Source: an optimization exercise on an open RTL-to-GDS flow (aim: small area, a short achievable clock period and few clock cycles). Production flows keep margins and buffers that such runs may drop. At most, simulation tests tie the RTL to the original design; equivalence was not proved. Power figures rest on the tool's default switching activity, not on a simulated workload.

// cpu
module cpu (
  output [15:0] imem_addr,
  input  [15:0] imem_rdata,
  output [15:0] dmem_addr,
  input  [15:0] dmem_rdata,
  output [15:0] dmem_wdata,
  output        dmem_write,
  input         start,
  input         stop,
  input         CLK,
  input         RSTN
  );
  reg  [15:0] pc;         
  reg         run;        
  reg  [15:0] ir;         
  reg         rv;         
  reg  [15:0] tgt;        
  reg         ir_pred;    
  reg         use_tgt;    
  reg  [15:0] ra, rb;     
  reg         e_st;       
  reg         e_wen;      
  reg         e_mlt;      
  reg         e_ld, e_sgt;
  reg  [2:0]  e_dst;
  reg  [127:0] rf;        
  reg  [7:0]  zf;         
  reg         e_add;      
  wire [1:0] op = ir[15:14];
  wire [2:0] fd = ir[13:11];
  wire [2:0] fs = ir[10:8];
  wire [2:0] ft = ir[7:5];
  wire [4:0] fn = ir[4:0];
  wire [15:0] imm = {{8{ir[7]}}, ir[7:0]};
  wire op0   = (op == 2'b00);
  wire d_st  = op0 & (fd == 3'b000) & (fn == 5'b00000);
  ...
Size in the first run: ~1500 cells after synthesis, roughly 230 flip-flops, ~85 I/O pins, roughly 16000 sq um of cells after synthesis.
clock: 8.0 ns
lec_check: 0
cap_margin: 20
core_margin: 2
core_utilization: 40
cts_buf_list: sky130_fd_sc_hd__clkbuf_4 sky130_fd_sc_hd__clkbuf_8
place_density: 0.6
setup_slack_margin: 5
slew_margin: 20
tns_end_percent: 0
standard.sh (not shown) runs the stock make flow with config.mk's settings and CLKGATE_MAP_FILE= SYNTH_SCRIPT=/design/flow/synth_recipe.tcl, a recipe that flattens the netlist after the stock synthesis.
==> flow/flow/run.sh <==
#!/bin/bash
# The standard layout (standard.sh) with two changes:
#  - the port buffers are plain buf_1 cells rather than the delay buffers
#    buffer_ports picks itself;
#  - synthesis leaves adders to ABC instead of first extracting full and
#    half adder cells (ADDER_MAP_FILE empty), which maps the multiplier trees
#    and adders both smaller and faster. Registers are untouched by this.
set -euo pipefail
export BUFFER_PORTS_ARGS="-buffer_cell sky130_fd_sc_hd__buf_1"
bash standard.sh ADDER_MAP_FILE= finish > standard.log 2>&1
==> next run, changes <==
--- a/flow/design.v
+++ b/flow/design.v
@@ -5,27 +5,24 @@
   input  [15:0] dmem_rdata,
   output [15:0] dmem_wdata,
   output        dmem_write,
   input         start,
   input         stop,
   input         CLK,
   input         RSTN
   );
   reg  [15:0] pc;         
   reg         run;        
   reg  [15:0] ir;         
   reg         rv;         
-  reg  [15:0] tgt;        
-  reg         ir_pred;    
-  reg         use_tgt;    
   reg  [15:0] ra, rb;     
   reg         e_st;       
   reg         e_wen;      
   reg         e_mlt;      
   reg         e_ld, e_sgt;
   reg  [2:0]  e_dst;
   reg  [127:0] rf;        
   reg  [7:0]  zf;         
   reg         e_add;      
   wire [1:0] op = ir[15:14];
   wire [2:0] fd = ir[13:11];
   wire [2:0] fs = ir[10:8];
@@ -280,96 +277,84 @@
   wire busy = e_mlt;
   wire sa_f = ~busy & ~d_li & fwd_s;
   wire sa_r = ~busy & ~d_li & ~fwd_s & ~zf[fs];
   wire sb_i = ~busy & d_li;
   wire sb_f = ~busy & ~d_li & fwd_t;
   wire sb_r = ~busy & ~d_li & ~fwd_t & ~zf[ft];
   wire [15:0] ra_d = ({16{e_mlt}} & mul_s) |
                      ({16{sa_f}} & res) | ({16{sa_r}} & rf_s);
   wire [15:0] rb_d = ({16{e_mlt}} & mul_c) |
                      ({16{sb_f}} & res) | ({16{sb_r}} & rf_t) | ({16{sb_i}} & imm);
   wire issue  = rv & run & ~busy;
   wire fetch  = ~rv | issue;
-  wire tk1 = d_b | d_bz;
-  wire tk0 = d_b | d_bnz;
-  wire rd1 = issue & (ir_pred ? ~tk1 : tk1);
-  wire rd0 = issue & (ir_pred ? ~tk0 : tk0);
-  wire [15:0] fa     = use_tgt ? tgt : pc;
-  wire [15:0] iw     = imem_rdata;
-  wire        i_pred = (iw[15:14] == 2'b10) & ((iw[13:8] == 6'b000000) |
-                       (iw[7] & ((iw[13:11] == 3'b001) | (iw[13:11] == 3'b010))));
-  wire [8:0]  lo_i   = {1'b0, fa[7:0]} + 9'd1;
-  wire [8:0]  lo_t   = {1'b0, fa[7:0]} + {1'b0, iw[7:0]} + 9'd1;
-  wire [7:0]  hi_inc = fa[15:8] + 8'd1;
-  wire [7:0]  hi_dec = fa[15:8] - 8'd1;
-  wire [15:0] fa_inc = {lo_i[8] ? hi_inc : fa[15:8], lo_i[7:0]};
-  wire [15:0] i_tgt  = {(lo_t[8] & ~iw[7]) ? hi_inc :
-                        (~lo_t[8] & iw[7]) ? hi_dec : fa[15:8], lo_t[7:0]};
-  wire [15:0] raddr = ir_pred ? pc : tgt;
-  wire [15:0] pc_n  = fetch ? fa_inc : pc;
-  wire [15:0] pc_z1 = rd1 ? raddr : pc_n;
-  wire [15:0] pc_z0 = rd0 ? raddr : pc_n;
-  wire        rv_z1 = ~rd1 & (rv | fetch);
-  wire        rv_z0 = ~rd0 & (rv | fetch);
+  wire tk1 = issue & (d_b | d_bz);
+  wire tk0 = issue & (d_b | d_bnz);
+  wire [8:0]  lo_t   = {1'b0, pc[7:0]} + {1'b0, ir[7:0]};
+  wire [8:0]  lo_i   = {1'b0, pc[7:0]} + 9'd1;
+  wire [7:0]  hi_inc = pc[15:8] + 8'd1;
+  wire [7:0]  hi_dec = pc[15:8] - 8'd1;
+  wire [15:0] pc_inc = {lo_i[8] ? hi_inc : pc[15:8], lo_i[7:0]};
+  wire [15:0] target = {(lo_t[8] & ~ir[7]) ? hi_inc :
+                        (~lo_t[8] & ir[7]) ? hi_dec : pc[15:8], lo_t[7:0]};
+  wire [15:0] pc_n  = fetch ? pc_inc : pc;
+  wire [15:0] pc_z1 = tk1 ? target : pc_n;
+  wire [15:0] pc_z0 = tk0 ? target : pc_n;
+  wire        rv_z1 = ~tk1 & (rv | fetch);
+  wire        rv_z0 = ~tk0 & (rv | fetch);
   wire [15:0] pc_r  = zf[fs] ? pc_z1 : pc_z0;
   wire        rv_r  = zf[fs] ? rv_z1 : rv_z0;
   wire [15:0] pc_d  = ~fwd_s ? pc_r : z_ex ? pc_z1 : pc_z0;
   wire        rv_d  = ~fwd_s ? rv_r : z_ex ? rv_z1 : rv_z0;
   always @(posedge CLK or negedge RSTN) begin
     if (!RSTN) begin
       pc    <= 16'h0000;
       run   <= 1'b0;
       rv    <= 1'b0;
-      use_tgt <= 1'b0;
       e_st  <= 1'b0;
       e_wen <= 1'b0;
       e_mlt <= 1'b0;
       zf    <= 8'hff;
     end else begin
       if (start)
         run <= 1'b1;
       else if (stop)
         run <= 1'b0;
       pc <= pc_d;
       rv <= rv_d;
-      use_tgt <= rv_d & (fetch ? i_pred : ir_pred);
       e_st  <= issue & d_st;
       e_wen <= (issue & (d_ld | d_add | d_sgt | d_li)) | e_mlt;
       e_mlt <= issue & d_mlt;
       if (e_wen) begin
         zf[e_dst] <= z_ex;
       end
     end
   end
   always @(posedge CLK) begin
-    if (fetch) begin
-      ir      <= iw;
-      ir_pred <= i_pred;
-      tgt     <= i_tgt;
-    end
+    if (fetch)
+      ir <= imem_rdata;
     ra <= ra_d;
     rb <= rb_d;
     if (busy) begin
       e_ld  <= 1'b0;
       e_sgt <= 1'b0;
       e_add <= 1'b1;
     end else begin
       e_ld  <= d_ld;
       e_sgt <= d_sgt;
       e_add <= ~d_ld & ~d_sgt;
       e_dst <= fd;
     end
   end
   genvar i;
   generate
     for (i = 0; i < 8; i = i + 1) begin : g_rf
       always @(posedge CLK) begin
         if (e_wen && e_dst == i)
           rf[16*i +: 16] <= res;
       end
     end
   endgenerate
-  assign imem_addr  = fa;
+  assign imem_addr  = pc;
   assign dmem_addr  = ra;
   assign dmem_wdata = rb;
   assign dmem_write = e_st;
 endmodule
The new run completed without violations.
Sequential cell count falls by 18.
Non-clock buffer count went up by 16.
Fmax climbs by roughly a tenth.
Sequential power is lower by a few percent.
Design area fell by a few percent.
Global-route usage rose by 0.56 points.
Testbench counts after the change, summed over its fixed seeds: cycles 31,856.
The RTL of the first run of this note was laid out without a check of its function.

==> afterwards: timing with drivers on the ports <==
The results above use ideal ports. As a check the final layouts listed here were re-extracted and re-timed, cells and wires unchanged.
Step 1: set_driving_cell puts a clkbuf_16 on CLK and a buf_2 on each other input, an assumption about the parent block.
Step 2 also shifts input and output timing later by t, the mid clock arrival at the registers, as if the neighbouring blocks saw the same clock.
Three values: ideal, step 1, step 2; two values: the first two.
run | shift t [ns] | setup slack, ns | worst setup path after step 2 | clock arrival spread, ns
the first run | 0.579 | 4.301 / 4.301 / 3.780 | input to register | 0.027 / 0.027
the second run | 0.575 | 4.732 / 4.741 / 4.166 | input to register | 0.019 / 0.019
After both steps setup and hold are still met in every run listed. The setup slack of the second run, which loses most, moves by +0.009 ns with the drivers and by -0.566 ns with both steps.
